Context: an optimization exercise on an open-source flow, tuned for small area. The choices shown serve that exercise and are no tape-out recipe.
In this exercise RTL edits were held to simulation tests only and were not proved equivalent to the original.
Power and IR drop assume default switching activity.

File: flow/config.mk
export PLATFORM = sky130hd
export DESIGN_NAME = top
export DESIGN_NICKNAME = top
export VERILOG_FILES = /design/flow/design.v
export SDC_FILE = /design/flow/constraint.sdc
export NUM_CORES = 4
export LEC_CHECK = 0
export CAP_MARGIN = 20
export CORE_MARGIN = 2
export CORE_UTILIZATION = 40
export CTS_BUF_LIST = sky130_fd_sc_hd__clkbuf_8
export SLEW_MARGIN = 20
File: flow/constraint.sdc
create_clock -name core_clock -period 40.0 [get_ports {fastclk}]
set_input_delay 8.0000 -clock core_clock [delete_from_list [all_inputs] [get_ports {fastclk}]]
set_output_delay 8.0000 -clock core_clock [all_outputs]
set_load 0.01 [all_outputs]
File: flow/design.v
module pwm_led(
    input  wire        clk,
    input  wire        rstn,
    output wire        rst,      
    input  wire        upd,      
    input  wire [2:0]  lvl_n,    
    input  wire [14:0] p_n,      
    output wire [3:0]  leds
);
    reg [14:0] pwm;
    reg pe;
    reg on;
    assign rst = !rstn || !on;
    wire pwm_end = (pwm == 15'd24999);
    always @(posedge clk) begin
        if (!rstn) begin
            on <= 1'b0;
            {pe, pwm} <= 16'd1;
        end else if (!on) begin
            {pe, pwm} <= {pe, pwm} + 16'd1;
            if ({pe, pwm} == 16'hFFFF) on <= 1'b1;
        end else
            pwm <= pwm_end ? 15'd0 : pwm + 15'd1;
    end
    reg [2:0]  lvl;
    reg [14:0] p;
    always @(posedge clk) begin
        if (!on) begin
            lvl <= 3'd0;
            p <= 15'd0;
        end else if (upd) begin
            lvl <= lvl_n;
            p <= p_n;
        end
    end
    wire full = !pwm_end;
    wire part = (pwm < p);
    assign leds[0] = (lvl > 3'd0) ? full : (lvl == 3'd0) & part;
    assign leds[1] = (lvl > 3'd1) ? full : (lvl == 3'd1) & part;
    assign leds[2] = (lvl > 3'd2) ? full : (lvl == 3'd2) & part;
    assign leds[3] = (lvl > 3'd3) ? full : (lvl == 3'd3) & part;
endmodule
module top(
    input wire fastclk,  
    input wire rstn,
    input wire sda_in,   
    output reg sda_t,    
    output reg scl_t,    
    output wire [3:0] led
);
    localparam [2:0] S_GAP = 3'd0, S_START = 3'd1, S_P = 3'd2, S_H = 3'd3,
                     S_A = 3'd4, S_STOP = 3'd5, S_REP = 3'd6;
    localparam [1:0] T_W00 = 2'b00, T_R13 = 2'b01, T_R1E = 2'b11, T_W0B = 2'b10;
    wire rst;
    reg [2:0] state;
    reg rx;               
    reg [2:0] hi;         
    reg [4:0] lo;         
    reg [9:0] gap;
    localparam [9:0] G_1 = 10'd1, G_501 = 10'd694, G_1001 = 10'd712;
    wire [9:0] gap_n = {gap[8:0], ~(gap[9] ^ gap[6])};
    reg [2:0] bitidx;
    reg [1:0] pos;        
    reg [1:0] txn;
    reg [9:0] sh;         
    wire rd = txn[0];
    wire lo0 = (lo == 5'd0);
    wire lo24 = (lo == 5'd24);
    wire c0   = (hi == 3'd0) && lo0;
    wire c31  = (hi == 3'd1) && (lo == 5'd6);
    wire c62  = (hi == 3'd2) && (lo == 5'd12);
    wire c124 = (hi == 3'd4) && lo24;
    wire c25  = (hi == 3'd1) && lo0;
    wire p0 = (pos == 2'd0), p1 = (pos == 2'd1), p2 = pos[1];
    reg txbit;
    always @* begin
        case (bitidx)
            3'd6: txbit = p0 | (p2 & rd);
            3'd4: txbit = p0 | rd;
            3'd3: txbit = p1 & txn[1];
            3'd2: txbit = p1 & txn[1] & txn[0];
            3'd1: txbit = p0 | (p2 & rd) | (p1 & (txn != T_W00));
            3'd0: txbit = p2 | (p1 & (txn[1] ^ txn[0]));
            default: txbit = 1'b0;
        endcase
    end
    wire ack2 = rx && !pos[0] && txn[1];  
    wire gap_end = (gap == G_1001);
    reg [24:0] X;
    reg [2:0]  lvl_w;
    reg c;                
    reg w;                
    reg cy;               
    reg lc;               
    reg bw;               
    reg act_q;
    reg ip;
    wire run = (txn == T_W0B);
    wire act = lo0 ? run && (ip || ((sh > 10'd50) && !lvl_w[2])) : act_q;
    wire fr = (lo <= 5'd9);   
    reg kr, lr, kp, lp;
    always @* begin
        lr = (lo == 5'd6) || (lo == 5'd8);                                       
        kr = ip ? (lo != 5'd2) && (lo != 5'd5) && (lo != 5'd9)                   
           : c ? lr : (lo == 5'd1) || (lo == 5'd2) || (lo == 5'd4) ||
                      (lo == 5'd5) || (lo == 5'd6) || (lo == 5'd7);              
        lp = (lo == 5'd11) || (lo == 5'd16) || (lo == 5'd17) || (lo == 5'd19) ||
             (lo == 5'd20) || (lo == 5'd21) || (lo == 5'd22);                    
        kp = !ip && (w ? lp : (lo == 5'd10) || (lo == 5'd13) || (lo == 5'd15) ||
                               (lo == 5'd16));                                   
    end
    wire ka = act && (fr ? kr : kp);
    wire la = fr ? lr : lp;
    wire a = X[0] & !ip;
    wire sum = a ^ ka ^ cy;
    wire cyo = (a & ka) | (a & cy) | (ka & cy);
    wire lco = (sum & la) | (sum & lc) | (la & lc);
    wire sdec = act && !ip && fr;    
    wire s0 = sh[0] ^ bw;
    always @(posedge fastclk) begin
        X <= {sum, X[24:1]};
        act_q <= act;
        if (txn == T_R1E) begin
            c <= 1'b0;
            w <= 1'b0;
            cy <= 1'b0;
            ip <= 1'b1;
            if (state == S_A && c0 && ack2) lvl_w <= {|sh[7:2], 2'b00};
        end else if (act) begin
            if (lo == 5'd9) begin
                cy <= c;
                lc <= lco;
                if (!ip) c <= lco;
            end else if (lo24) begin
                cy <= 1'b0;
                lc <= 1'b0;
                ip <= 1'b0;
                if (!ip) begin
                    w <= lco;
                    lvl_w <= lvl_w + {2'd0, w};
                end
            end else begin
                cy <= cyo;
                lc <= lco;
            end
        end
        bw <= lo24 | (bw & !(sdec & sh[0]));
    end
    always @(posedge fastclk) begin
        if (rst) begin
            state <= S_GAP;
            hi <= 3'd0;
            lo <= 5'd0;
            gap <= G_501;
            bitidx <= 3'd7;
            txn <= T_W00;
            sda_t <= 1'b1;
            scl_t <= 1'b1;
        end else begin
            if (lo24) begin
                lo <= 5'd0;
                hi <= (hi == 3'd4) ? 3'd0 : hi + 3'd1;
            end else lo <= lo + 5'd1;
            case (state)
                S_GAP: begin
                    if (c0) begin
                        if (gap_end) begin
                            gap <= 10'd0;
                            pos <= 2'd0;
                            rx <= 1'b0;
                            state <= S_START;
                            hi <= 3'd0;
                            lo <= 5'd0;
                        end else gap <= gap_n;
                    end
                end
                S_START: begin
                    if (c0) sda_t <= 1'b0;
                    if (c124) state <= S_P;
                end
                S_P: begin
                    if (c0) begin
                        scl_t <= 1'b0;
                        sda_t <= rx | txbit;
                    end
                    if (c124) state <= S_H;
                end
                S_H: begin
                    if (c0) scl_t <= 1'b1;
                    if (c124) begin
                        scl_t <= 1'b0;
                        bitidx <= bitidx - 3'd1;
                        state <= (bitidx == 3'd0) ? S_A : S_P;
                    end
                end
                S_A: begin
                    if (c0) sda_t <= !ack2;
                    if (c31) scl_t <= 1'b1;
                    if (c124) begin
                        scl_t <= 1'b0;
                        state <= S_P;
                        if (rx) begin
                            if (ack2) pos <= 2'd3;
                            else state <= S_STOP;
                        end else if (pos == 2'd0) begin
                            pos <= 2'd1;
                        end else if (pos == 2'd1) begin
                            if (rd) state <= S_STOP;
                            else pos <= 2'd2;
                        end else begin
                            if (rd) rx <= 1'b1;
                            else state <= S_STOP;
                        end
                    end
                end
                S_STOP: begin
                    if (c0) begin
                        scl_t <= 1'b1;
                        sda_t <= 1'b0;
                    end
                    if (c31) begin
                        sda_t <= 1'b1;
                        hi <= 3'd0;
                        lo <= 5'd0;
                        if (pos == 2'd1) begin
                            pos <= 2'd2;
                            state <= S_REP;
                        end else begin
                            state <= S_GAP;
                            txn[0] <= !txn[1];
                            txn[1] <= txn[0] & (txn[1] | (sh[7:0] != 8'd0));
                        end
                    end
                end
                default: begin  
                    if (c25) begin
                        sda_t <= 1'b0;
                        hi <= 3'd0;
                        lo <= 5'd0;
                        state <= S_P;
                    end else gap <= gap_n;
                end
            endcase
        end
        if (state == S_H && c62 && rx)
            sh <= {sh[8:0], sda_in};
        else if (sdec)
            sh <= {s0, sh[9:1]};
    end
    wire upd = (state == S_GAP) && (txn == T_W00) && (hi == 3'd0) && (lo == 5'd1) &&
               (gap == G_1) && !(!lvl_w[2] && sh == 10'h014);
    pwm_led u_bar (
        .clk   (fastclk),
        .rstn  (rstn),
        .rst   (rst),
        .upd   (upd),
        .lvl_n (lvl_w),
        .p_n   (X[15:1]),
        .leds  (led)
    );
endmodule
File: flow/flow/run.sh
#!/bin/bash
# Own layout flow: the standard synthesis, then the combinational logic
# re-mapped for area by Yosys/ABC (registers untouched), then the standard
# layout from the floorplan on. Each tool's output goes to a log file here.
set -euo pipefail
W=$PWD
R=$W/orfs/results/$FLOW_PLATFORM/top/base
LIB=$FLOW_HOME/platforms/$FLOW_PLATFORM/lib/sky130_fd_sc_hd__tt_025C_1v80.lib
YOSYS=$(command -v yosys || true)
[[ -n "$YOSYS" ]] || YOSYS=$FLOW_HOME/../tools/install/yosys/bin/yosys

bash standard.sh synth > $W/1_standard_synth.log 2>&1
cp $R/1_2_yosys.v $W/standard_synth.v
sed -e "s#@LIB@#$LIB#g" -e "s#@IN@#$W/standard_synth.v#g" -e "s#@TOP@#$FLOW_TOP#g" \
    -e "s#@ABC@#$W/flow/strong.abc#g" -e "s#@OUT@#$W/post_synth.v#g" $W/flow/post.ys > $W/post.ys
$YOSYS -s $W/post.ys > $W/2_post_synth_yosys.log 2>&1
cp $W/post_synth.v $R/1_2_yosys.v
rm -f $R/1_synth.odb $R/1_synth.sdc
bash standard.sh > $W/3_standard_layout.log 2>&1
File: flow/flow/post.ys
# Re-map the combinational logic of the standard synthesis with a stronger
# area-oriented ABC script. Flip-flops are kept as they are (same instances,
# names and cell types); only the logic between them is re-optimised.
read_liberty -ignore_miss_func @LIB@
setattr -mod -set keep_hierarchy 1 sky130_fd_sc_hd__df* sky130_fd_sc_hd__edf* sky130_fd_sc_hd__sdf* sky130_fd_sc_hd__sedf* sky130_fd_sc_hd__dl*
read_verilog @IN@
hierarchy -top @TOP@
flatten @TOP@
opt_clean
select @TOP@
abc -liberty @LIB@ -dont_use *lpflow* -dont_use *probe* -dont_use *clkbuf* -dont_use *clkinv* -dont_use *conb* -script @ABC@
opt_clean -purge
hilomap -singleton -hicell sky130_fd_sc_hd__conb_1 HI -locell sky130_fd_sc_hd__conb_1 LO
splitnets
opt_clean -purge
insbuf -buf sky130_fd_sc_hd__buf_4 A X
rename -enumerate
tee -o @OUT@.stat stat -liberty @LIB@
write_verilog -noattr -noexpr -nohex -nodec -selected @OUT@
File: flow/flow/strong.abc
&get -n
&st
&syn2
&dch -f
&nf -R 1000
&put
mfs2
&get -n
&st
&dch -f
&nf -R 1000
&put
File: flow/standard.sh
#!/bin/bash
# synth_recipe.tcl (not shown) runs the flow's synth.tcl, then flattens the netlist and writes it again
# the make line also repeats each setting of config.mk as NAME=value (left out here)
make -C /OpenROAD-flow-scripts/flow DESIGN_CONFIG=/design/flow/config.mk WORK_HOME=/design/flow/orfs CLKGATE_MAP_FILE= SYNTH_SCRIPT=/design/flow/synth_recipe.tcl "${@:-finish}"
==> results of run 1 <==
-- registers in the layout, summed over array words and instances (netlist names), 3 cells and up --
signal	count
u_bar.pwm	15
lvl_w	3
bitidx	3
u_bar.lvl	3
X	25
hi	3
state	3
lo	5
u_bar.p	15
sh	10
gap	10
-- final timing paths --
path	slack (ns)	from	end	cells after the start
worst max register to register	37.07	lo[4]	lo[1]	9
worst max-delay path	28.85	u_bar.pwm[0]	led[2]	13
worst min register to register	0.33	X[18]	X[17]	0
worst min-delay path	0.33	X[18]	X[17]	0
-- final cells by class --
cell class / count / area share
Inverter: 23 / 0.0166
Clock inverter: 7 / 0.0173
Timing Repair Buffer: 10 / 0.0190
Multi-Input combinational cell: 405 / 0.429
Clock buffer: 9 / 0.0238
Sequential cell: 111 / 0.460
Tap cell: 143 / 0.0344
-- power groups by stage --
stage / registers (mW) / clock network, mW / logic, mW
after CTS: 0.114 / 0.0739 / 0.00124
after floorplan: 0.116 / 0 / 0.000730
after detailed placement: 0.116 / 0 / 0.00124
after global placement: 0.116 / 0 / 0.00122
final: 0.114 / 0.0716 / 0.00123
after global routing: 0.114 / 0.0781 / 0.00141
-- stage by stage --
stage                     total power, mW  utilization
after CTS                           0.189        0.452
after global routing                0.193        0.453
after floorplan                     0.117            -
final                               0.186        0.453
after detailed placement            0.117        0.434
after global placement              0.117        0.434
-- per-layer routing --
| metal | up-vias | global-route usage | routed length, um |
|---|---|---|---|
| met2 | 69 | 0.261 | 4650 |
| met1 | 1809 | 0.211 | 4820 |
| met3 | 10 | 0.0487 | 421 |
| met4 | 0 | 0.0520 | 96 |
| met5 | - | 0 | 0 |
| li1 | 2006 | - | - |
-- worst max-delay path, cell delays in order, from the launching register on --
cell             delay [ns]
dfxtp_1                0.36
nand2b_1               0.16
maj3_1                 0.35
a21oi_1                0.12
or2_0                  0.12
a31oi_1                0.07
a221oi_1               0.23
o41ai_1                0.14
nand4_1                0.09
o221ai_1               0.15
nor3_1                 0.22
a21oi_1                0.07
o21ai_0                0.16
clkdlybuf4s50_1        0.56
==> flow_summary.toml, run 1 <==
[status]
status = "no timing/DRC/antenna violations"

[global_route]
grt_pass1_wl_um = 17000
grt_max_degree = 31
grt.total_usage = 0.163
grt_pass1_vias = 3626
antenna_found_initial = 0
grt.overflow.total = 0

[route]
drt_iter0_drc = 247
routed_wl_um = 9980
drc_errors = 0
vias = 3894
first_pass_iters = 4
routedWlPerCell_um = 14.1
ant_nets = 0
via_per_inst = 5.50

[floorplanning]
die-area_um2 = 12700
start_util = 0.413
fp.dieW_um = 113
ioPinCount = 9
die_y_um = 113
core_area_um2 = 11500
num_rows = 39

[layout]
multiInputGateArea_um2 = 2230
num-fill-cells = 1100
final_cells = 708
design_area_um2 = 5200
layout_common_cells = "dfxtp_1 (94), nor2_1 (71), nand2_1 (62)"
nets = 563
insertedDiodeCount = 0
area_growth_pct = 9.75
register_area_um2 = 2390
drive_above_1_share = 0.0301
final_common_cell = "dfxtp_1"

[min_path]
hold_class = "reg -> reg"

[sta]
skew_ns = 0.0142
fmax_mhz = 89.7
holdWs_ns = 0.335
fin_ws_ns = 28.85
rsz0062_at_grt = "false"
fin_tns_setup_ns = 0
setup_viol = 0
fin_crit_sh = 0.279
finalHoldViolCount = 0
drv_slew = 0
tightest_slew_ns = 0.635
fin_crit_ns = 11.15
slew_headroom = 0.576

[worst_setup_path]
cp.arrival_ns = 3.15
cp-start-kind = "register"
crit_type = "reg -> out"
cp_max_fo = 5
end_kind = "output pin"
critPathRequiredTime_ns = 32.00

[clock_tree]
htreeDepth = 3
postCtsSetupRepairBufs = 0
cts_resized = 0
cts_tree = "built"
cts_buffers = 9
insertion_delay_ns = 0.38
cts.clk_slew.worst_paths_ns = 0.10
cts-root-buf = "clkbuf_8"
ctsHoldBuffers = 0
cts_num_sinks = 111
clockBufferDepth = 2

[place]
place_inst = 691
gp_congestion = 0.802
place_ws_ns = 29.26
dp_hpwl_um = 6990
dpl_cell_area_um2 = 4970
port_buffers = 8

[power_and_ir_drop]
p_clk_frac = 0.384
p_int_uw = 149
ir_drop_mv = 0.0232
p_seq_frac = 0.609
leakagePower_nw = 1.82
p_switching_uw = 37.7
sw_frac_of_total = 0.202
p_comb_frac = 0.007
power_density_nw_per_um2 = 35.9

[yosys]
ys_warn_count = 2
syn-num-nets = 546
avgSynthCellArea_um2 = 8.72
synth_area_um2 = 4740
synth_cells = 543

[job]
maxCapViolCount = 0
==> run 2: changes to the inputs <==
--- a/flow/flow/run.sh
+++ b/flow/flow/run.sh
@@ -16,4 +16,6 @@
 $YOSYS -s $W/post.ys > $W/2_post_synth_yosys.log 2>&1
 cp $W/post_synth.v $R/1_2_yosys.v
 rm -f $R/1_synth.odb $R/1_synth.sdc
+# clock tree: the flow's buffer list, without dummy loads
+if [[ -f $W/flow/cts_args ]]; then export CTS_ARGS="$(cat $W/flow/cts_args)"; fi
 bash standard.sh > $W/3_standard_layout.log 2>&1
==> flow/flow/cts_args (new file) <==
-sink_clustering_enable -repair_clock_nets -buf_list sky130_fd_sc_hd__clkbuf_8 -dont_use_dummy_load
--- a/flow/flow/post.ys
+++ b/flow/flow/post.ys
@@ -6,6 +6,9 @@
 read_verilog @IN@
 hierarchy -top @TOP@
 flatten @TOP@
+select @TOP@
+rename -hide w:*.*
+select -clear
 opt_clean
 select @TOP@
 abc -liberty @LIB@ -dont_use *lpflow* -dont_use *probe* -dont_use *clkbuf* -dont_use *clkinv* -dont_use *conb* -script @ABC@
@@ -13,7 +16,8 @@
 hilomap -singleton -hicell sky130_fd_sc_hd__conb_1 HI -locell sky130_fd_sc_hd__conb_1 LO
 splitnets
 opt_clean -purge
+rename -enumerate -pattern _q%_
 insbuf -buf sky130_fd_sc_hd__buf_4 A X
-rename -enumerate
+rename -enumerate -pattern _q%_
 tee -o @OUT@.stat stat -liberty @LIB@
 write_verilog -noattr -noexpr -nohex -nodec -selected @OUT@
==> run 2 against run 1 <==
Effect of this change: via count up 0.23%; critical path depth unchanged; setup slack gained 0.0011 ns; synthesized cell count down 0.74%; first-iteration DRC count fell by 12%; area after synthesis shrank 0.63%; register-to-register slack about the same; clock skew grew 0.0083 ns; design area decreased by 1.7%; critical path type unchanged; largest power group unchanged; highest routed layer unchanged.
==> flow_summary.toml, run 2 <==
[route]
first_pass_iters = 5
ant_nets = 0
vias = 3903
routedWlPerCell_um = 14.2
via_per_inst = 5.57
drt_iter0_drc = 218
routed_wl_um = 9970
drc_errors = 0

[layout]
largest_reg_flops = 25
layout_common_cells = "dfxtp_1 (94), nor2_1 (71), nand2_1 (62)"
top_register = "X"
final_cells = 701
final_common_cell = "dfxtp_1"
area_growth_pct = 8.54
reg_top3 = "X (25), u_bar.p (15), u_bar.pwm (15)"
insertedDiodeCount = 0
nets = 563
num-fill-cells = 1132
drive_above_1_share = 0.0197
multiInputGateArea_um2 = 2230
register_area_um2 = 2390

[clock_tree]
cts.clk_slew.worst_paths_ns = 0.11
clockBufferDepth = 2
cts_num_sinks = 111
cts_buffers = 9
htreeDepth = 3
ctsHoldBuffers = 0
cts_tree = "built"
cts_resized = 0
insertion_delay_ns = 0.38
cts-root-buf = "clkbuf_8"
postCtsSetupRepairBufs = 0

[global_route]
grt_max_degree = 31
grt_pass1_wl_um = 16800
grt.overflow.total = 0
antenna_found_initial = 0
grt.total_usage = 0.162
grt_pass1_vias = 3504

[floorplanning]
num_rows = 39
core_area_um2 = 11500
start_util = 0.410
die-area_um2 = 12600
fp.dieW_um = 112
die_y_um = 112
ioPinCount = 9

[worst_setup_path]
cp_max_fo = 5
crit_type = "reg -> out"
cp-start-kind = "register"
critPathRequiredTime_ns = 32.00
end_kind = "output pin"
cp.arrival_ns = 3.15

[sta]
slew_headroom = 0.555
fmax_mhz = 89.7
setup_viol = 0
fin_tns_setup_ns = 0
fin_crit_sh = 0.279
skew_ns = 0.0225
rsz0062_at_grt = "false"
finalHoldViolCount = 0
tightest_slew_ns = 0.658
fin_crit_ns = 11.15
drv_slew = 0

[power_and_ir_drop]
power_density_nw_per_um2 = 32.9
leakagePower_nw = 1.78
ir_drop_mv = 0.0218

[place]
place_inst = 691
port_buffers = 8
gp_congestion = 0.823
dp_hpwl_um = 7020

[yosys]
avgSynthCellArea_um2 = 8.73
syn-num-nets = 542
synth_cells = 539
synth_area_um2 = 4710
ys_warn_count = 2

[job]
maxCapViolCount = 0

[min_path]
hold_class = "reg -> reg"

[status]
status = "no timing/DRC/antenna violations"
run 2: worst paths after layout:
| check | from | to | slack [ns] | cells past startpoint |
|---|---|---|---|---|
| setup / recovery | u_bar.pwm[0] | led[2] | 28.85 | 13 |
| hold / removal | X[20] | X[19] | 0.32 | 0 |
| setup reg to reg | lo[4] | lo[1] | 37.06 | 9 |
| hold reg to reg | X[20] | X[19] | 0.32 | 0 |
run 2: critical path: stages (launching register included):
cell	delay [ns]
dfxtp_1	0.35
nand2b_1	0.16
maj3_1	0.36
a21oi_1	0.12
or2_0	0.12
a31oi_1	0.07
a221oi_1	0.24
o41ai_1	0.13
nand4_1	0.10
o221ai_1	0.15
nor3_1	0.22
a21oi_1	0.06
o21ai_0	0.15
clkdlybuf4s50_1	0.56
run 2: per-layer routing:
metal  GRT usage  vias up  share of wire
met3      0.0481       14          0.035
li1            -     2008              -
met1       0.214     1822           0.49
met5           0        -              0
met4      0.0512        0          0.016
met2       0.258       59           0.46
run 2: per-stage QoR:
step | total power, mW | cell area, um^2 | hold WS [ns] | setup WS [ns] | util
global placement | 0.117 | 4970 | 0.311 | 29.31 | 0.434
detailed placement | 0.117 | 4970 | 0.312 | 29.21 | 0.434
CTS | 0.170 | 5100 | 0.317 | 28.79 | 0.444
global route | 0.174 | 5110 | 0.317 | 28.53 | 0.445
floorplan | 0.117 | 4710 | 0.310 | 29.93 | -
finish | 0.168 | 5110 | 0.322 | 28.85 | 0.445
run 2: power breakdown:
| part | switching [mW] | total (mW) | internal [mW] |
|---|---|---|---|
| combinational | 0.000584 | 0.00121 | 0.000623 |
| clock | 0.0330 | 0.0533 | 0.0203 |
| sequential | 0.000407 | 0.114 | 0.113 |
| total | 0.0339 | 0.168 | 0.134 |
run 2: cell type report:
| class | count | share of cell area |
|---|---|---|
| clock buffers | 9 | 0.0243 |
| inverters | 23 | 0.0169 |
| multi-input cells | 405 | 0.436 |
| flip-flops and latches | 111 | 0.468 |
| well taps | 143 | 0.0350 |
| repair buffers | 10 | 0.0194 |
==> run 3: changes to the inputs <==
==> flow/flow/run.sh (replaced) <==
#!/bin/bash
# Own layout flow: the standard synthesis, then the combinational logic
# re-mapped for area by Yosys/ABC (registers untouched, result proven equal to
# the standard netlist, else the standard netlist is kept), then the standard flow's
# standard layout from the floorplan on. Each tool's output goes to a log file here.
set -euo pipefail
W=$PWD
R=$W/orfs/results/$FLOW_PLATFORM/top/base
LIB=$FLOW_HOME/platforms/$FLOW_PLATFORM/lib/sky130_fd_sc_hd__tt_025C_1v80.lib
YOSYS=$(command -v yosys || true)
[[ -n "$YOSYS" ]] || YOSYS=$FLOW_HOME/../tools/install/yosys/bin/yosys

bash standard.sh synth > $W/1_standard_synth.log 2>&1
cp $R/1_2_yosys.v $W/standard_synth.v
sed -e "s#@LIB@#$LIB#g" -e "s#@IN@#$W/standard_synth.v#g" -e "s#@TOP@#$FLOW_TOP#g" \
    -e "s#@ABC@#$W/flow/area.abc#g" -e "s#@OUT@#$W/post_synth.v#g" $W/flow/post.ys > $W/post.ys
sed -e "s#@LIB@#$LIB#g" -e "s#@GOLD@#$W/standard_synth.v#g" -e "s#@GATE@#$W/post_synth.v#g" \
    -e "s#@TOP@#$FLOW_TOP#g" $W/flow/equiv.ys > $W/equiv.ys
if $YOSYS -s $W/post.ys > $W/2_post_synth_yosys.log 2>&1 &&
   $YOSYS -s $W/equiv.ys > $W/3_post_synth_equiv.log 2>&1; then
  cp $W/post_synth.v $R/1_2_yosys.v
  rm -f $R/1_synth.odb $R/1_synth.sdc
  echo "re-mapped netlist used" > $W/post_synth_status.txt
else
  echo "re-mapping failed or not proven: standard netlist kept" > $W/post_synth_status.txt
fi
# clock tree: the flow's buffer list, without dummy loads
if [[ -f $W/flow/cts_args ]]; then export CTS_ARGS="$(cat $W/flow/cts_args)"; fi
bash standard.sh > $W/4_standard_layout.log 2>&1
==> flow/flow/area.abc (new file) <==
strash
&get -n
&deepsyn -T 60
&put
dch -f
amap
mfs2
&get -n
&st
&dch -f
&nf -R 1000
&put
==> flow/flow/equiv.ys (new file) <==
# Prove the re-mapped netlist equal to the standard synthesis (same registers).
read_liberty -ignore_miss_func @LIB@
read_verilog @GOLD@
rename @TOP@ gold
read_verilog @GATE@
rename @TOP@ gate
flatten gold gate
opt_clean
equiv_make gold gate equiv
hierarchy -top equiv
equiv_simple -seq 2
equiv_induct
equiv_status -assert
removed: flow/flow/strong.abc
==> run 3 against run 2 <==
Effect of this change: clock skew up 0.010 ns; critical endpoint is now led[1]; sequential share of layout area up 2.4 points; non-clock buffer count down 1; still clean on timing, DRC and antenna; global-route usage down 0.23 points; routed wire length down 13%; area after synthesis down 5.2%; first-iteration DRC count up 13%; critical path type unchanged; register-to-register slack worse by 0.12 ns; largest power group unchanged.
==> flow_summary.toml, run 3 <==
[sta]
drv_slew = 0
holdWs_ns = 0.332
fin_ws_ns = 27.57
rsz0062_at_grt = "false"
tightest_slew_ns = 0.958
fmax_mhz = 80.4
setup_viol = 0
fin_tns_setup_ns = 0
finalHoldViolCount = 0
fin_crit_ns = 12.43
slew_headroom = 0.361
fin_crit_sh = 0.311
skew_ns = 0.0325

[clock_tree]
cts_num_sinks = 111
postCtsSetupRepairBufs = 0
clockBufferDepth = 2
ctsHoldBuffers = 0
cts_buffers = 9
cts-root-buf = "clkbuf_8"
cts_tree = "built"
insertion_delay_ns = 0.38
cts_resized = 0
htreeDepth = 3
cts.clk_slew.worst_paths_ns = 0.08

[floorplanning]
num_rows = 38
die_y_um = 110
ioPinCount = 9
start_util = 0.412
die-area_um2 = 12000
fp.dieW_um = 110
core_area_um2 = 10800

[power_and_ir_drop]
p_int_uw = 134
power_density_nw_per_um2 = 34.4
p_clk_frac = 0.315
sw_frac_of_total = 0.199
leakagePower_nw = 1.74
p_comb_frac = 0.006
p_switching_uw = 33.3
p_seq_frac = 0.678
ir_drop_mv = 0.0229
total_power_uw = 167

[layout]
nets = 493
area_growth_pct = 8.83
post-route-util = 0.448
final_cells = 628
num-fill-cells = 1055
layout_common_cells = "dfxtp_1 (94), nor2_1 (58), nand2_1 (52)"
drive_above_1_share = 0.0225
insertedDiodeCount = 0
multiInputGateArea_um2 = 2010
register_area_um2 = 2390
design_area_um2 = 4860
final_common_cell = "dfxtp_1"
top_register = "X"
largest_reg_flops = 25
reg_top3 = "X (25), u_bar.p (15), u_bar.pwm (15)"

[worst_setup_path]
crit_type = "reg -> out"
critPathRequiredTime_ns = 32.00
crit-reg2reg-launch = "lo[2]"
r2r_slack_ns = 36.94
cp_max_fo = 3
cp-start-kind = "register"
rr_endpoint = "state[2]"
end_kind = "output pin"
ff2ff_path_depth = 10
cp.arrival_ns = 4.43

[route]
routedWlPerCell_um = 13.9
drt_iter0_drc = 246
via_per_inst = 5.38
first_pass_iters = 5
ant_nets = 0
routed_wl_um = 8710
drc_errors = 0
vias = 3376

[global_route]
antenna_found_initial = 0
grt.total_usage = 0.160
grt_max_degree = 21
grt_pass1_wl_um = 15000
grt_pass1_vias = 3119
grt.overflow.total = 0

[min_path]
hold_start = "X[16]"
hold_class = "reg -> reg"
min_path_cells = 0
worstHoldEndpoint = "X[15]"

[place]
dp_hpwl_um = 6360
place_inst = 619
port_buffers = 8
dpl_cell_area_um2 = 4730
place_ws_ns = 27.99
gp_congestion = 0.843

[yosys]
avgSynthCellArea_um2 = 9.50
ys_warn_count = 2
synth_area_um2 = 4460
synth_cells = 470
syn-num-nets = 473

[job]
maxCapViolCount = 0

[status]
status = "no timing/DRC/antenna violations"
[run 3: cell type report]
cell class | instances | share of cell area
multi-input combinational | 340 | 0.413
clock buffer | 9 | 0.0255
timing repair buffer | 9 | 0.0180
inverter | 19 | 0.0147
sequential | 111 | 0.493
tap | 140 | 0.0361
[run 3: per-layer routing]
| metal | track usage | vias up | part of all wire | wire, um |
|---|---|---|---|---|
| met1 | 0.218 | 1587 | 0.50 | 4350 |
| met3 | 0.0468 | 9 | 0.045 | 391 |
| met5 | 0 | - | 0 | 0 |
| met4 | 0.0407 | 0 | 0.013 | 110 |
| met2 | 0.249 | 38 | 0.44 | 3860 |
| li1 | - | 1742 | - | - |
[run 3: worst max-delay path, cell delays in order (launching register included)]
cell	delay [ns]
dfxtp_1	0.34
inv_1	0.06
a22oi_1	0.18
a2bb2oi_1	0.10
a21boi_0	0.17
o21a_1	0.14
o2bb2ai_1	0.08
nor2_1	0.08
o21ai_0	0.09
maj3_1	0.38
nor2_1	0.09
o21ai_0	0.09
nor2_1	0.09
o21ai_0	0.08
maj3_1	0.37
nor2_1	0.09
o21ai_0	0.10
nor2_1	0.10
o21ai_0	0.08
maj3_1	0.41
inv_1	0.07
nand2_1	0.07
o31ai_1	0.25
clkdlybuf4s50_1	0.59
[run 3: worst max path at each step]
stage                     from  endpoint  slack [ns]  cells past startpoint
CTS                 u_bar.p[1]    led[1]       27.57                     23
floorplan           u_bar.p[1]    led[1]       28.68                     22
global route        u_bar.p[1]    led[1]       27.14                     23
global placement    u_bar.p[1]    led[1]       28.08                     23
finish              u_bar.p[1]    led[1]       27.57                     23
detailed placement  u_bar.p[1]    led[1]       27.99                     23
[run 3: power groups by stage]
| stage | Clock (mW) | Sequential, mW | Combinational (mW) |
|---|---|---|---|
| after floorplan | 0 | 0.116 | 0.000632 |
| after global placement | 0 | 0.116 | 0.00104 |
| after detailed placement | 0 | 0.116 | 0.00105 |
| after CTS | 0.0555 | 0.113 | 0.00104 |
| after global routing | 0.0588 | 0.114 | 0.00118 |
| final | 0.0527 | 0.113 | 0.00104 |
==> run 4: changes to the inputs <==
--- a/flow/design.v
+++ b/flow/design.v
@@ -25,15 +25,11 @@
     reg [2:0]  lvl;
     reg [14:0] p;
     always @(posedge clk) begin
-        if (!on) begin
-            lvl <= 3'd0;
-            p <= 15'd0;
-        end else if (upd) begin
-            lvl <= lvl_n;
-            p <= p_n;
-        end
-    end
-    wire full = !pwm_end;
+        if (!on) lvl <= 3'd7;
+        else if (upd) lvl <= lvl_n;
+        if (upd) p <= p_n;
+    end
+    wire full = !pwm_end && (lvl != 3'd7);
     wire part = (pwm < p);
     assign leds[0] = (lvl > 3'd0) ? full : (lvl == 3'd0) & part;
     assign leds[1] = (lvl > 3'd1) ? full : (lvl == 3'd1) & part;
@@ -53,14 +49,14 @@
     localparam [1:0] T_W00 = 2'b00, T_R13 = 2'b01, T_R1E = 2'b11, T_W0B = 2'b10;
     wire rst;
     reg [2:0] state;
-    reg rx;               
     reg [2:0] hi;         
     reg [4:0] lo;         
     reg [9:0] gap;
-    localparam [9:0] G_1 = 10'd1, G_501 = 10'd694, G_1001 = 10'd712;
+    localparam [9:0] G_1 = 10'd1, G_25 = 10'd17, G_501 = 10'd694, G_1001 = 10'd712;
     wire [9:0] gap_n = {gap[8:0], ~(gap[9] ^ gap[6])};
-    reg [2:0] bitidx;
-    reg [1:0] pos;        
+    wire [2:0] bitidx = gap[2:0];
+    wire [1:0] pos = gap[4:3];    
+    wire rx = gap[5];             
     reg [1:0] txn;
     reg [9:0] sh;         
     wire rd = txn[0];
@@ -152,7 +148,6 @@
             hi <= 3'd0;
             lo <= 5'd0;
             gap <= G_501;
-            bitidx <= 3'd7;
             txn <= T_W00;
             sda_t <= 1'b1;
             scl_t <= 1'b1;
@@ -165,9 +160,7 @@
                 S_GAP: begin
                     if (c0) begin
                         if (gap_end) begin
-                            gap <= 10'd0;
-                            pos <= 2'd0;
-                            rx <= 1'b0;
+                            gap <= 10'd7;  
                             state <= S_START;
                             hi <= 3'd0;
                             lo <= 5'd0;
@@ -189,7 +182,7 @@
                     if (c0) scl_t <= 1'b1;
                     if (c124) begin
                         scl_t <= 1'b0;
-                        bitidx <= bitidx - 3'd1;
+                        gap[2:0] <= bitidx - 3'd1;
                         state <= (bitidx == 3'd0) ? S_A : S_P;
                     end
                 end
@@ -200,15 +193,15 @@
                         scl_t <= 1'b0;
                         state <= S_P;
                         if (rx) begin
-                            if (ack2) pos <= 2'd3;
+                            if (ack2) gap[4:3] <= 2'd3;
                             else state <= S_STOP;
                         end else if (pos == 2'd0) begin
-                            pos <= 2'd1;
+                            gap[4:3] <= 2'd1;
                         end else if (pos == 2'd1) begin
                             if (rd) state <= S_STOP;
-                            else pos <= 2'd2;
+                            else gap[4:3] <= 2'd2;
                         end else begin
-                            if (rd) rx <= 1'b1;
+                            if (rd) gap[5] <= 1'b1;
                             else state <= S_STOP;
                         end
                     end
@@ -223,10 +216,11 @@
                         hi <= 3'd0;
                         lo <= 5'd0;
                         if (pos == 2'd1) begin
-                            pos <= 2'd2;
+                            gap[4:3] <= 2'd2;
                             state <= S_REP;
                         end else begin
                             state <= S_GAP;
+                            gap <= rd ? G_25 : 10'd0;
                             txn[0] <= !txn[1];
                             txn[1] <= txn[0] & (txn[1] | (sh[7:0] != 8'd0));
                         end
@@ -238,7 +232,7 @@
                         hi <= 3'd0;
                         lo <= 5'd0;
                         state <= S_P;
-                    end else gap <= gap_n;
+                    end
                 end
             endcase
         end
==> run 4 against run 3 <==
Effect of this change: critical endpoint is now led[3]; highest routed layer unchanged; synthesized cell count is 2.8% lower; non-clock buffer count up 2; register-to-register slack worse by 0.58 ns.
==> flow_summary.toml, run 4 <==
[place]
port_buffers = 8
gp_congestion = 0.890
dp_hpwl_um = 6380
place_inst = 608

[sta]
drv_slew = 0
holdWs_ns = 0.327
tightest_slew_ns = 0.868
skew_ns = 0.0291
rsz0062_at_grt = "false"
fin_tns_setup_ns = 0
finalHoldViolCount = 0
slew_headroom = 0.413
setup_viol = 0
fin_crit_sh = 0.294
fin_crit_ns = 11.75
fmax_mhz = 85.1

[clock_tree]
cts_tree = "built"
cts_buffers = 9
cts_resized = 0
cts.clk_slew.worst_paths_ns = 0.09
postCtsSetupRepairBufs = 0
insertion_delay_ns = 0.38
htreeDepth = 3
clockBufferDepth = 2
ctsHoldBuffers = 0
cts-root-buf = "clkbuf_8"
cts_num_sinks = 105

[worst_setup_path]
cp-start-kind = "register"
cpPeakStageDelay_ns = 0.49
end_kind = "output pin"
cp_max_fo = 5
crit_family = "compound AO/OA/AOI/OAI gates"
worst_path_max_delay_cell = "clkdlybuf4s50_1"
cp.arrival_ns = 3.75
cp_common_cell = "nor2_1"
path_cells = "inv_1 > o21ai_0 > o221ai_1 > a31oi_1 > a221oi_1 > o2bb2ai_1 > o21ai_0 > a222oi_1 > nor2_1 > a221oi_1 > a2bb2oi_1 > maj3_1 > nor2_1 > o21ai_0 > nor2_1 > a21oi_1 > nor2_1 > clkdlybuf4s50_1"
critPathRequiredTime_ns = 32.00
cp_num_buf_inv = 2
crit_type = "reg -> out"

[layout]
largest_reg_flops = 25
top_register = "X"
layout_common_cells = "dfxtp_1 (76), nand2_1 (50), nor2_1 (48)"
final_cells = 617
reg_top3 = "X (25), u_bar.p (15), u_bar.pwm (15)"
register_area_um2 = 2390
final_common_cell = "dfxtp_1"
insertedDiodeCount = 0
num-fill-cells = 1075
drive_above_1_share = 0.0273
multiInputGateArea_um2 = 1890
nets = 482
area_growth_pct = 9.36
post-route-util = 0.444

[floorplanning]
ioPinCount = 9
core_area_um2 = 10700
start_util = 0.406
fp.dieW_um = 108
die-area_um2 = 11700
num_rows = 38
die_y_um = 108

[route]
via_per_inst = 5.56
wl_met2_um = 4280
drc_errors = 0
routed_wl_um = 9160
drt_iter0_drc = 178
routedWlPerCell_um = 14.8
vias = 3432
maxUsedRoutingLayer = "met4"
first_pass_iters = 5
wl_met1_um = 4360
ant_nets = 0
wl_met3_um = 343

[global_route]
grt.total_usage = 0.170
antenna_found_initial = 0
grt_pass1_wl_um = 15500
grt.overflow.total = 0
grt_max_degree = 19
grt_pass1_vias = 3221

[power_and_ir_drop]
power_density_nw_per_um2 = 34.0
total_power_uw = 162
leakagePower_nw = 1.59
ir_drop_mv = 0.0198

[yosys]
syn-num-nets = 460
ys_warn_count = 2
synth_cells = 457
avgSynthCellArea_um2 = 9.54
synth_area_um2 = 4360

[job]
maxCapViolCount = 0

[min_path]
hold_class = "reg -> reg"

[status]
status = "no timing/DRC/antenna violations"
## run 4: cell count changes in the layout (fill, tap and decap cells not counted), moves of 4 or more
cell      change
nand3_1       +7
nor2_1       -10
nor4b_1       +4
o21ai_0       +9
dfxtp_1      -18
nand2b_1      +4
a31oi_1       +5
edfxtp_1     +12
a22o_1       -23
a21oi_1       +4
inv_1         +4
## run 4: report_power, final
| group | switching (mW) | total, mW | internal [mW] |
|---|---|---|---|
| Combinational | 0.000574 | 0.00111 | 0.000532 |
| Clock | 0.0314 | 0.0516 | 0.0202 |
| Sequential | 0.000334 | 0.109 | 0.109 |
## run 4: cell type report
type                    instances  area share
clock buffers                   9      0.0260
inverters                      23      0.0181
multi-input cells             329       0.396
flip-flops and latches        105       0.502
well taps                     140      0.0368
repair buffers                 11      0.0215
## run 4: through the flow
stage               area (um^2)  setup slack (ns)
floorplan                  4360             29.46
global placement           4640             28.73
detailed placement         4640             28.63
CTS                        4770             28.21
global route               4770             27.88
finish                     4770             28.25
## run 4: path summary, 6_finish.rpt
path	slack (ns)	end	cells after the start	start
max	28.25	led[3]	18	u_bar.pwm[1]
max reg2reg	36.36	state[1]	9	lo[1]
min reg2reg	0.33	X[19]	0	X[20]
min	0.33	X[19]	0	X[20]
## run 4: routing by layer
metal / track usage / up-vias
li1: - / 1705
met1: 0.220 / 1646
met2: 0.274 / 67
met3: 0.0422 / 14
met4: 0.0705 / 0
met5: 0 / -
==> run 5: changes to the inputs <==
--- a/flow/design.v
+++ b/flow/design.v
@@ -1,27 +1,13 @@
 module pwm_led(
     input  wire        clk,
-    input  wire        rstn,
-    output wire        rst,      
+    input  wire        on,       
+    input  wire [14:0] pwm,      
+    input  wire        pwm_end,  
     input  wire        upd,      
     input  wire [2:0]  lvl_n,    
     input  wire [14:0] p_n,      
     output wire [3:0]  leds
 );
-    reg [14:0] pwm;
-    reg pe;
-    reg on;
-    assign rst = !rstn || !on;
-    wire pwm_end = (pwm == 15'd24999);
-    always @(posedge clk) begin
-        if (!rstn) begin
-            on <= 1'b0;
-            {pe, pwm} <= 16'd1;
-        end else if (!on) begin
-            {pe, pwm} <= {pe, pwm} + 16'd1;
-            if ({pe, pwm} == 16'hFFFF) on <= 1'b1;
-        end else
-            pwm <= pwm_end ? 15'd0 : pwm + 15'd1;
-    end
     reg [2:0]  lvl;
     reg [14:0] p;
     always @(posedge clk) begin
@@ -90,7 +76,7 @@
     reg lc;               
     reg bw;               
     reg act_q;
-    reg ip;
+    wire ip = &lvl_w;     
     wire run = (txn == T_W0B);
     wire act = lo0 ? run && (ip || ((sh > 10'd50) && !lvl_w[2])) : act_q;
     wire fr = (lo <= 5'd9);   
@@ -118,10 +104,8 @@
         act_q <= act;
         if (txn == T_R1E) begin
             c <= 1'b0;
-            w <= 1'b0;
             cy <= 1'b0;
-            ip <= 1'b1;
-            if (state == S_A && c0 && ack2) lvl_w <= {|sh[7:2], 2'b00};
+            if (state == S_A && c0 && ack2) lvl_w <= (|sh[7:2]) ? 3'd4 : 3'd7;
         end else if (act) begin
             if (lo == 5'd9) begin
                 cy <= c;
@@ -130,17 +114,34 @@
             end else if (lo24) begin
                 cy <= 1'b0;
                 lc <= 1'b0;
-                ip <= 1'b0;
-                if (!ip) begin
-                    w <= lco;
-                    lvl_w <= lvl_w + {2'd0, w};
-                end
+                lvl_w <= ip ? 3'd0 : lvl_w + {2'd0, w};
             end else begin
                 cy <= cyo;
                 lc <= lco;
             end
         end
         bw <= lo24 | (bw & !(sdec & sh[0]));
+    end
+    reg [14:0] pwm;
+    reg on;
+    assign rst = !rstn || !on;
+    wire pwm_end = (pwm == 15'd24999);
+    wire [15:0] por_n = {w, pwm} + 16'd1;
+    always @(posedge fastclk) begin
+        if (!rstn) begin
+            on <= 1'b0;
+            pwm <= 15'd1;
+        end else if (!on) begin
+            pwm <= por_n[14:0];
+            if ({w, pwm} == 16'hFFFF) on <= 1'b1;
+        end else
+            pwm <= pwm_end ? 15'd0 : pwm + 15'd1;
+    end
+    always @(posedge fastclk) begin
+        if (!rstn) w <= 1'b0;
+        else if (!on) w <= por_n[15];
+        else if (txn == T_R1E) w <= 1'b0;
+        else if (act && lo24 && !ip) w <= lco;
     end
     always @(posedge fastclk) begin
         if (rst) begin
@@ -245,8 +246,9 @@
                (gap == G_1) && !(!lvl_w[2] && sh == 10'h014);
     pwm_led u_bar (
         .clk   (fastclk),
-        .rstn  (rstn),
-        .rst   (rst),
+        .on    (on),
+        .pwm   (pwm),
+        .pwm_end (pwm_end),
         .upd   (upd),
         .lvl_n (lvl_w),
         .p_n   (X[15:1]),
==> flow/flow/area.abc (replaced) <==
strash
&get -n
&deepsyn -I 4 -T 30
&put
dch -f
amap
mfs2
&get -n
&st
&dch -f
&nf -R 1000
&put
==> run 5 against run 4 <==
Effect of this change: flip-flop and latch count decreased by 2; sequential share of layout area decreased by 0.43 points; via count fell by 3.6%; clock power decreased by 3%; design area is 0.81% lower; clock-buffer cell count stayed put; register-to-register slack gained 0.29 ns; core utilization rose by 1.0 points; total power fell by 2.2%; area after synthesis decreased by 0.78%; setup slack better by 0.099 ns; clock skew increased by 0.00062 ns; highest routed layer unchanged.
==> flow_summary.toml, run 5 <==
[floorplanning]
die-area_um2 = 11700
fp.dieW_um = 108
start_util = 0.415
die_y_um = 108
num_rows = 37
ioPinCount = 9
core_area_um2 = 10400

[job]
maxCapViolCount = 0

[worst_setup_path]
cp-start-kind = "register"
crit-reg2reg-launch = "lo[2]"
cp.arrival_ns = 3.65
ff2ff_path_depth = 14
crit_start = "pwm[2]"
crit_path_end = "led[3]"
r2r_slack_ns = 36.65
crit_type = "reg -> out"
critPathRequiredTime_ns = 32.00
cp_max_fo = 3
end_kind = "output pin"
rr_endpoint = "state[1]"

[sta]
fin_ws_ns = 28.35
fmax_mhz = 85.9
setup_viol = 0
fin_tns_setup_ns = 0
holdWs_ns = 0.326
rsz0062_at_grt = "false"
tightest_slew_ns = 0.623
finalHoldViolCount = 0
skew_ns = 0.0297
fin_crit_sh = 0.291
fin_crit_ns = 11.65
drv_slew = 0
slew_headroom = 0.583

[global_route]
top_usage_layer = "met2"
grt_util_met2 = 0.252
antenna_found_initial = 0
grt_max_degree = 19
grt.total_usage = 0.158
use_met3 = 0.0313
grt_pass1_vias = 3022
grt.overflow.total = 0
grt_pass1_wl_um = 14700
grtUsageMet1 = 0.219

[layout]
num-fill-cells = 1032
largest_reg_flops = 25
drive_above_1_share = 0.0273
reg_top3 = "X (25), pwm (15), u_bar.p (15)"
top_register = "X"
layout_common_cells = "dfxtp_1 (74), nor2_1 (56), nand2_1 (39)"
post-route-util = 0.454
nets = 482
insertedDiodeCount = 0
area_growth_pct = 9.32
final_common_cell = "dfxtp_1"
final_cells = 613

[yosys]
synth_cells = 457
synth_area_um2 = 4320
syn-num-nets = 460
ys_warn_count = 2
avgSynthCellArea_um2 = 9.46

[power_and_ir_drop]
power_density_nw_per_um2 = 33.5
p_clk_frac = 0.316
p_int_uw = 128
ir_drop_mv = 0.0153
leakagePower_nw = 1.71
p_seq_frac = 0.677
sw_frac_of_total = 0.193
p_switching_uw = 30.6
p_comb_frac = 0.007

[status]
status = "no timing/DRC/antenna violations"

[clock_tree]
insertion_delay_ns = 0.35
cts_resized = 0
ctsHoldBuffers = 0
cts_num_sinks = 103
postCtsSetupRepairBufs = 0
cts_buffers = 9
cts_tree = "built"
clockBufferDepth = 2
cts.clk_slew.worst_paths_ns = 0.10
htreeDepth = 3
cts-root-buf = "clkbuf_8"

[min_path]
hold_start = "X[6]"
hold_class = "reg -> reg"

[route]
via_per_inst = 5.39
first_pass_iters = 4
drc_errors = 0
routedWlPerCell_um = 13.8
vias = 3307
drt_iter0_drc = 229
routed_wl_um = 8490
ant_nets = 0

[place]
place_ws_ns = 28.74
place_inst = 604
gp_congestion = 0.902
dp_hpwl_um = 6110
port_buffers = 8
-- run 5: worst min path at each step --
| stage | end | cells past startpoint |
|---|---|---|
| after global placement | X[17] | 0 |
| final | X[5] | 0 |
| after floorplan | X[15] | 0 |
| after global routing | X[5] | 0 |
| after CTS | X[5] | 0 |
| after detailed placement | X[18] | 0 |
-- run 5: area by class of cell --
| type | instances | area [um^2] | share of cell area |
|---|---|---|---|
| timing repair buffer | 11 | 103 | 0.0217 |
| clock buffer | 9 | 124 | 0.0262 |
| multi-input combinational | 330 | 1890 | 0.399 |
| sequential | 103 | 2350 | 0.498 |
| tap | 136 | 170 | 0.0360 |
| inverter | 24 | 90.1 | 0.0191 |
-- run 5: power by group through the flow --
stage	Sequential (mW)	Combinational, mW	Clock, mW
finish	0.107	0.00118	0.0499
global placement	0.109	0.00117	0
CTS	0.107	0.00119	0.0521
floorplan	0.109	0.000663	0
global route	0.107	0.00129	0.0564
detailed placement	0.110	0.00117	0
-- run 5: worst max-delay path: stages (launching register included) --
cell             delay, ns
dfxtp_1               0.36
inv_1                 0.06
a2bb2oi_1             0.14
a222oi_1              0.32
nor2_1                0.08
a221oi_1              0.21
o2bb2ai_1             0.11
maj3_1                0.36
a21oi_1               0.13
o2bb2ai_1             0.09
o21ai_0               0.07
a31oi_1               0.10
a221oi_1              0.22
a2bb2oi_1             0.29
nor2_1                0.09
a21oi_1               0.12
nor2_1                0.06
clkdlybuf4s50_1       0.49
-- run 5: stage by stage --
step / area (um^2) / power [mW]
6_report: 4730 / 0.158
5_1_grt: 4730 / 0.165
4_1_cts: 4730 / 0.160
3_5_place_dp: 4600 / 0.111
3_3_place_gp: 4600 / 0.111
2_1_floorplan: 4320 / 0.110
-- run 5: routing by layer --
metal,vias up,share of wire
met2,41,0.46
met5,-,0
li1,1714,-
met3,11,0.032
met4,0,0.012
met1,1541,0.50
==> run 6: changes to the inputs <==
==> flow/flow/area.abc (replaced) <==
strash
&get -n
&deepsyn -I 1 -J 300
&put
dch -f
amap
mfs2
&get -n
&st
&dch -f
&nf -R 1000
&put
==> run 6 against run 5 <==
Effect of this change: setup slack lost 0.0063 ns; sequential share of layout area about the same; routed wire length is 3.4% higher; total power grew 0.67%; clock-buffer cell count did not move; core utilization about the same; area after synthesis barely moved; critical endpoint unchanged.
==> flow_summary.toml, run 6 <==
[layout]
num-fill-cells = 1038
area_growth_pct = 9.31
reg_top3 = "X (25), pwm (15), u_bar.p (15)"
insertedDiodeCount = 0
final_common_cell = "dfxtp_1"
drive_above_1_share = 0.0271
nets = 485
final_cells = 616
largest_reg_flops = 25
top_register = "X"
layout_common_cells = "dfxtp_1 (74), nor2_1 (46), nand2_1 (45)"

[worst_setup_path]
cp.arrival_ns = 3.65
crit_type = "reg -> out"
cp_num_buf_inv = 2
rr_endpoint = "lo[4]"
cp_common_cell = "o21ai_0"
crit-reg2reg-launch = "lo[0]"
path_cells = "inv_1 > o21ai_0 > o221ai_1 > a31oi_1 > o21ai_0 > o221ai_1 > a2bb2oi_1 > o21ai_0 > o2bb2ai_1 > nand2_1 > a21oi_1 > nand2_1 > a21oi_1 > nor2_1 > o21ai_0 > nor2_1 > o21ai_0 > nor2_1 > a21oi_1 > nor2_1 > clkdlybuf4s50_1"
cpPeakStageDelay_ns = 0.48
crit_family = "compound AO/OA/AOI/OAI gates"
worst_path_max_delay_cell = "clkdlybuf4s50_1"
end_kind = "output pin"
r2r_slack_ns = 36.45
crit_cells = 21
cp_max_fo = 5
crit_start = "pwm[1]"
cp-start-kind = "register"
crit_path_end = "led[3]"
critPathRequiredTime_ns = 32.00
ff2ff_path_depth = 12

[floorplanning]
start_util = 0.415
core_area_um2 = 10400
ioPinCount = 9
num_rows = 37
fp.dieW_um = 108
die-area_um2 = 11700
die_y_um = 108

[route]
via_per_inst = 5.50
drt_iter0_drc = 302
first_pass_iters = 5
ant_nets = 0
routed_wl_um = 8780
drc_errors = 0
vias = 3390
routedWlPerCell_um = 14.2

[global_route]
antenna_found_initial = 0
grt_pass1_vias = 3127
grt_max_degree = 19
grt_pass1_wl_um = 14800
grt.overflow.total = 0
grt.total_usage = 0.162

[sta]
finalHoldViolCount = 0
rsz0062_at_grt = "false"
fin_crit_sh = 0.291
setup_viol = 0
skew_ns = 0.0248
tightest_slew_ns = 0.675
slew_headroom = 0.545
fin_ws_ns = 28.35
fmax_mhz = 85.8
drv_slew = 0
fin_crit_ns = 11.65
fin_tns_setup_ns = 0

[clock_tree]
clockBufferDepth = 2
cts.clk_slew.worst_paths_ns = 0.10
cts_resized = 0
cts_buffers = 9
cts-root-buf = "clkbuf_8"
cts_num_sinks = 103
ctsHoldBuffers = 0
htreeDepth = 3
postCtsSetupRepairBufs = 0
insertion_delay_ns = 0.37
cts_tree = "built"

[min_path]
hold_class = "reg -> reg"
hold_start = "X[19]"

[yosys]
syn-num-nets = 463
avgSynthCellArea_um2 = 9.40
synth_cells = 460
synth_area_um2 = 4330
ys_warn_count = 2

[power_and_ir_drop]
ir_drop_mv = 0.0186
leakagePower_nw = 1.65
power_density_nw_per_um2 = 33.7

[place]
place_inst = 607
gp_congestion = 0.862
place_ws_ns = 28.75
dp_hpwl_um = 6320
port_buffers = 8

[status]
status = "no timing/DRC/antenna violations"

[job]
maxCapViolCount = 0
-- run 6: report_power, final --
part | internal (mW) | total [mW] | switching, mW
clock | 0.0203 | 0.0510 | 0.0308
sequential | 0.107 | 0.107 | 0.000341
combinational | 0.000515 | 0.00109 | 0.000576
total | 0.128 | 0.159 | 0.0317
-- run 6: worst min-delay path by stage --
| stage | to | slack, ns | cells after the start |
|---|---|---|---|
| after detailed placement | X[16] | 0.31 | 0 |
| after floorplan | X[15] | 0.31 | 0 |
| after global routing | X[18] | 0.32 | 0 |
| after global placement | X[17] | 0.31 | 0 |
| after CTS | X[18] | 0.32 | 0 |
| final | X[18] | 0.31 | 0 |
-- run 6: layer usage --
| layer | wire length [um] | global-route usage |
|---|---|---|
| met5 | 0 | 0 |
| met4 | 201 | 0.0696 |
| met3 | 340 | 0.0374 |
| met2 | 4020 | 0.255 |
| met1 | 4220 | 0.213 |
-- run 6: cell type report --
cell class	count	area [um^2]	share of cell area
Inverter	22	82.6	0.0175
Sequential cell	103	2350	0.497
Timing Repair Buffer	11	103	0.0217
Tap cell	136	170	0.0360
Multi-Input combinational cell	335	1900	0.401
Clock buffer	9	124	0.0262
-- run 6: worst register-to-register path, cell delays in order, from the launching register on --
cell and delay, ns:
dfxtp_1 0.46, nor3_1 0.52, nor2b_1 0.60, nand2_1 0.16, xor2_1 0.25, nand3_1 0.16, nor2_1 0.20, nand2_1 0.13
and2_0 0.20, nand3_1 0.10, and2_0 0.22, nand2b_1 0.32, a311oi_1 0.08
-- run 6: per-stage QoR --
| step | util | power (mW) | hold slack (ns) | cell area, um^2 |
|---|---|---|---|---|
| 2_1_floorplan | - | 0.110 | 0.310 | 4330 |
| 3_3_place_gp | 0.442 | 0.111 | 0.313 | 4600 |
| 3_5_place_dp | 0.442 | 0.111 | 0.313 | 4600 |
| 4_1_cts | 0.454 | 0.162 | 0.319 | 4730 |
| 5_1_grt | 0.454 | 0.166 | 0.317 | 4730 |
| 6_report | 0.454 | 0.159 | 0.314 | 4730 |
==> run 7: changes to the inputs <==
==> flow/flow/area.abc (replaced) <==
strash
&get -n
&deepsyn -I 1 -J 300
&put
dch -f
amap
mfs2 -a
&get -n
&st
&dch -f
&nf -R 1000
&put
mfs2 -a
&get -n
&st
&dch -f
&nf -R 1000
&put
mfs2 -a
&get -n
&st
&dch -f
&nf -R 1000
&put
mfs2 -a
&get -n
&st
&dch -f
&nf -R 1000
&put
mfs2 -a
&get -n
&st
&dch -f
&nf -R 1000
&put
==> run 7 against run 6 <==
Effect of this change: critical path depth decreased by 6; area after synthesis decreased by 1.3%; register-to-register slack about the same; cell count decreased by 2.9%; clock-buffer cell count unchanged; flip-flop and latch count unchanged; clock skew increased by 0.0022 ns.
==> flow_summary.toml, run 7 <==
[clock_tree]
htreeDepth = 3
cts.clk_slew.worst_paths_ns = 0.10
clockBufferDepth = 2
insertion_delay_ns = 0.38
cts_num_sinks = 103
cts_tree = "built"
ctsHoldBuffers = 0
cts_buffers = 9
cts_resized = 0
postCtsSetupRepairBufs = 0
cts-root-buf = "clkbuf_8"

[layout]
largest_reg_flops = 25
drive_above_1_share = 0.0260
final_cells = 598
final_common_cell = "dfxtp_1"
top_register = "X"
layout_common_cells = "dfxtp_1 (74), nor2_1 (42), a21oi_1 (37), nand2_1 (37), edfxtp_1 (29)"
area_growth_pct = 9.23
reg_top3 = "X (25), pwm (15), u_bar.p (15)"
nets = 467
design_area_um2 = 4660
insertedDiodeCount = 0

[sta]
setup_viol = 0
drv_slew = 0
fin_crit_sh = 0.277
fin_tns_setup_ns = 0
rsz0062_at_grt = "false"
skew_ns = 0.0270
slew_headroom = 0.392
finalHoldViolCount = 0
fmax_mhz = 90.2
tightest_slew_ns = 0.900
fin_crit_ns = 11.09
holdWs_ns = 0.321

[worst_setup_path]
cp-start-kind = "register"
r2r_slack_ns = 36.44
crit_start = "pwm[1]"
cp.arrival_ns = 3.09
crit-reg2reg-launch = "lo[0]"
cp_max_fo = 5
crit_type = "reg -> out"
end_kind = "output pin"
critPathRequiredTime_ns = 32.00

[yosys]
ys_warn_count = 2
synth_area_um2 = 4270
syn-num-nets = 446
synth_cells = 443
avgSynthCellArea_um2 = 9.64

[floorplanning]
die_y_um = 107
ioPinCount = 9
die-area_um2 = 11500
fp.dieW_um = 107
num_rows = 37
core_area_um2 = 10300
start_util = 0.414

[status]
status = "no timing/DRC/antenna violations"

[global_route]
grt_pass1_wl_um = 15400
grt.overflow.total = 0
grt.total_usage = 0.172
grt_pass1_vias = 3127
antenna_found_initial = 0
grt_max_degree = 19

[route]
drt_iter0_drc = 234
first_pass_iters = 5
via_per_inst = 5.54
ant_nets = 0
drc_errors = 0
vias = 3314
routed_wl_um = 9020
routedWlPerCell_um = 15.1

[place]
dpl_cell_area_um2 = 4540
port_buffers = 8
gp_congestion = 0.887
dp_hpwl_um = 6530
place_inst = 589

[min_path]
hold_class = "reg -> reg"
hold_start = "X[16]"

[power_and_ir_drop]
ir_drop_mv = 0.0177
total_power_uw = 159
power_density_nw_per_um2 = 34.1
leakagePower_nw = 1.53

[job]
maxCapViolCount = 0
run 7: cell count changes in the layout (fill, tap and decap cells not counted), sizes merged, moves of 4 or more:
cell and delta:
a21oi -5, o22ai +6, nand2 -8, nand4 -5
nand2b -4, nor3 +5, o21ai -5, nor2 -4
mux2i +4
run 7: metal layers:
metal | global-route usage | wire length (um) | vias to the layer above
li1 | - | - | 1682
met4 | 0.0640 | 131 | 0
met1 | 0.258 | 4660 | 1545
met5 | 0 | 0 | -
met3 | 0.0478 | 534 | 13
met2 | 0.234 | 3690 | 74
run 7: path summary, 6_finish.rpt:
| check | depth (start not counted) | to |
|---|---|---|
| min reg2reg | 0 | X[15] |
| min | 0 | X[15] |
| max reg2reg | 12 | gap[0] |
| max | 15 | led[2] |
run 7: per-stage QoR:
stage	setup WS, ns	util
after floorplan	29.98	-
after global placement	29.34	0.440
after detailed placement	29.30	0.440
after CTS	28.89	0.452
after global routing	28.59	0.452
final	28.91	0.452
run 7: power breakdown:
part | switching (mW) | total [mW] | internal, mW
sequential | 0.000313 | 0.107 | 0.107
combinational | 0.000661 | 0.00113 | 0.000470
clock | 0.0307 | 0.0509 | 0.0202
run 7: final cells by class:
cell class                 count  area [um^2]
multi-input combinational    315         1830
sequential                   103         2350
tap                          136          170
clock buffer                   9          124
timing repair buffer          10         95.1
fill                         980         5660
inverter                      25         93.8
run 7: worst max-delay path, stage by stage (launching register included):
cell and delay (ns):
dfxtp_1 0.34, inv_1 0.07, o21ai_0 0.07, o21ai_0 0.14, o221ai_1 0.13, a21oi_1 0.14
a221oi_1 0.06, o21a_1 0.20, o21a_1 0.18, o21ai_0 0.17, o221ai_1 0.13, o2bb2ai_1 0.18
nor2_1 0.14, nand2_1 0.07, o22ai_1 0.12, clkdlybuf4s50_1 0.55
==> run 8: changes to the inputs <==
==> flow/flow/cts_args (replaced) <==
-repair_clock_nets -buf_list sky130_fd_sc_hd__clkbuf_8 -dont_use_dummy_load
==> run 8 against run 7 <==
Effect of this change: still clean; total power is the same; via count stayed put; worst hold slack is the same; register-to-register slack hardly changed; area after synthesis stayed put; clock skew did not move; sequential power barely moved; synthesized cell count unchanged; cell count stayed put; critical path type unchanged; largest power group unchanged; highest routed layer unchanged.
==> flow_summary.toml, run 8 <==
[status]
status = "no timing/DRC/antenna violations"

[floorplanning]
fp.dieW_um = 107
start_util = 0.414
ioPinCount = 9
core_area_um2 = 10300
num_rows = 37
die-area_um2 = 11500
die_y_um = 107

[worst_setup_path]
cp.arrival_ns = 3.09
worst_path_max_delay_cell = "clkdlybuf4s50_1"
critPathRequiredTime_ns = 32.00
cp_max_fo = 5
rr_endpoint = "gap[0]"
cp_num_buf_inv = 2
cp_common_cell = "o21ai_0"
crit-reg2reg-launch = "lo[0]"
crit_type = "reg -> out"
cpPeakStageDelay_ns = 0.55
cp-start-kind = "register"
r2r_slack_ns = 36.44
crit_family = "compound AO/OA/AOI/OAI gates"
ff2ff_path_depth = 12
path_cells = "inv_1 > o21ai_0 > o21ai_0 > o221ai_1 > a21oi_1 > a221oi_1 > o21a_1 > o21a_1 > o21ai_0 > o221ai_1 > o2bb2ai_1 > nor2_1 > nand2_1 > o22ai_1 > clkdlybuf4s50_1"
end_kind = "output pin"

[clock_tree]
cts_resized = 0
postCtsSetupRepairBufs = 0
cts_tree = "built"
ctsHoldBuffers = 0
insertion_delay_ns = 0.38
cts.clk_slew.worst_paths_ns = 0.10
htreeDepth = 3
cts_buffers = 9
cts_num_sinks = 103
cts-root-buf = "clkbuf_8"
clockBufferDepth = 2

[route]
first_pass_iters = 5
vias = 3314
routedWlPerCell_um = 15.1
drc_errors = 0
via_per_inst = 5.54
ant_nets = 0
routed_wl_um = 9020
drt_iter0_drc = 234

[min_path]
min_path_cells = 0
hold_start = "X[16]"
worstHoldEndpoint = "X[15]"
hold_class = "reg -> reg"

[place]
port_buffers = 8
gp_congestion = 0.887
dp_hpwl_um = 6530
place_ws_ns = 29.30

[global_route]
grt_pass1_vias = 3127
grt_pass1_wl_um = 15400
antenna_found_initial = 0
grt.total_usage = 0.172
grt_max_degree = 19
grt.overflow.total = 0

[layout]
nets = 467
largest_reg_flops = 25
num-fill-cells = 980
layout_common_cells = "dfxtp_1 (74), nor2_1 (42), a21oi_1 (37), nand2_1 (37), edfxtp_1 (29)"
drive_above_1_share = 0.0260
area_growth_pct = 9.23
insertedDiodeCount = 0
reg_top3 = "X (25), pwm (15), u_bar.p (15)"
top_register = "X"
final_common_cell = "dfxtp_1"

[sta]
setup_viol = 0
slew_headroom = 0.392
fmax_mhz = 90.2
finalHoldViolCount = 0
drv_slew = 0
fin_tns_setup_ns = 0
fin_crit_sh = 0.277
tightest_slew_ns = 0.900
fin_crit_ns = 11.09
rsz0062_at_grt = "false"
fin_ws_ns = 28.91
skew_ns = 0.0270

[job]
maxCapViolCount = 0

[yosys]
ys_warn_count = 2
avgSynthCellArea_um2 = 9.64
synth_area_um2 = 4270
synth_cells = 443
syn-num-nets = 446

[power_and_ir_drop]
ir_drop_mv = 0.0177
leakagePower_nw = 1.53
power_density_nw_per_um2 = 34.1
## run 8: cell counts in the layout (fill, tap and decap cells not counted)
No cell type changed its count.
## run 8: cell type report
cell class	instances	area, um^2	share of cell area
clock buffers	9	124	0.0266
well taps	136	170	0.0365
inverters	25	93.8	0.0201
flip-flops and latches	103	2350	0.504
multi-input cells	315	1830	0.392
repair buffers	10	95.1	0.0204
## run 8: power breakdown
group	internal [mW]	switching, mW	total, mW
Sequential	0.107	0.000313	0.107
Combinational	0.000470	0.000661	0.00113
Clock	0.0202	0.0307	0.0509
Total	0.127	0.0317	0.159
## run 8: worst max path at each step
stage	slack [ns]	start	cells after the start	end
4_1_cts	28.89	pwm[1]	15	led[2]
3_3_place_gp	29.34	pwm[1]	15	led[2]
5_1_grt	28.59	pwm[1]	15	led[2]
6_report	28.91	pwm[1]	15	led[2]
3_5_place_dp	29.30	pwm[1]	15	led[2]
2_1_floorplan	29.98	pwm[1]	14	led[2]
## run 8: worst reg2reg max path: cells and delay by family (launching register included)
family	cells	cell delay (ns)
flops	1	0.55
simple gates	6	1.86
buf+inv	1	0.06
xor+xnor	1	0.18
compound gates	4	0.84
## run 8: layer usage
layer	up-vias	track usage	share of wire
li1	1682	-	-
met1	1545	0.258	0.52
met2	74	0.234	0.41
met3	13	0.0478	0.059
met4	0	0.0640	0.015
met5	-	0	0
## run 8: stage by stage
step | instance area, um^2 | utilization | instances | hold WS (ns) | power, mW
final | 4660 | 0.452 | 598 | 0.321 | 0.159
after floorplan | 4270 | - | 443 | 0.310 | 0.110
after global routing | 4660 | 0.452 | 598 | 0.332 | 0.166
after global placement | 4540 | 0.440 | 589 | 0.311 | 0.111
after detailed placement | 4540 | 0.440 | 589 | 0.314 | 0.111
after CTS | 4660 | 0.452 | 598 | 0.324 | 0.161

==> afterwards: timing with drivers on the ports <==
Ports are ideal in the flow. The routed layouts listed here were re-timed in OpenROAD.
Step 1 sets driving cells, clkbuf_16 on the clock port and buf_2 on the other inputs (assumed; they add their load-dependent delay and slew).
Step 2 moves the port delays by t, midway between the first and last clock arrival at a register: inputs arrive t later, outputs are due t later. That takes back most of the time a late clock gives input paths.
Three values: ideal ports, drivers, drivers and shift; two values: the first two.
run	shift t [ns]	setup WS [ns]	worst hold slack (ns)	worst data-port slew with drivers (ns)
run 1	0.402	28.847 / 28.814 / 29.217	0.335 / 0.335 / 0.335	0.03
run 2	0.406	28.848 / 28.810 / 29.216	0.322 / 0.322 / 0.322	0.03
run 3	0.394	27.568 / 27.534 / 27.928	0.332 / 0.332 / 0.332	0.03
run 4	0.405	28.253 / 28.217 / 28.622	0.327 / 0.327 / 0.327	0.03
run 5	0.371	28.352 / 28.319 / 28.690	0.326 / 0.326 / 0.326	0.03
run 6	0.392	28.346 / 28.311 / 28.703	0.314 / 0.314 / 0.314	0.03
run 7	0.402	28.912 / 28.878 / 29.280	0.321 / 0.321 / 0.321	0.03
run 8	0.402	28.912 / 28.878 / 29.280	0.321 / 0.321 / 0.321	0.03
After both steps every run listed still meets setup and hold.
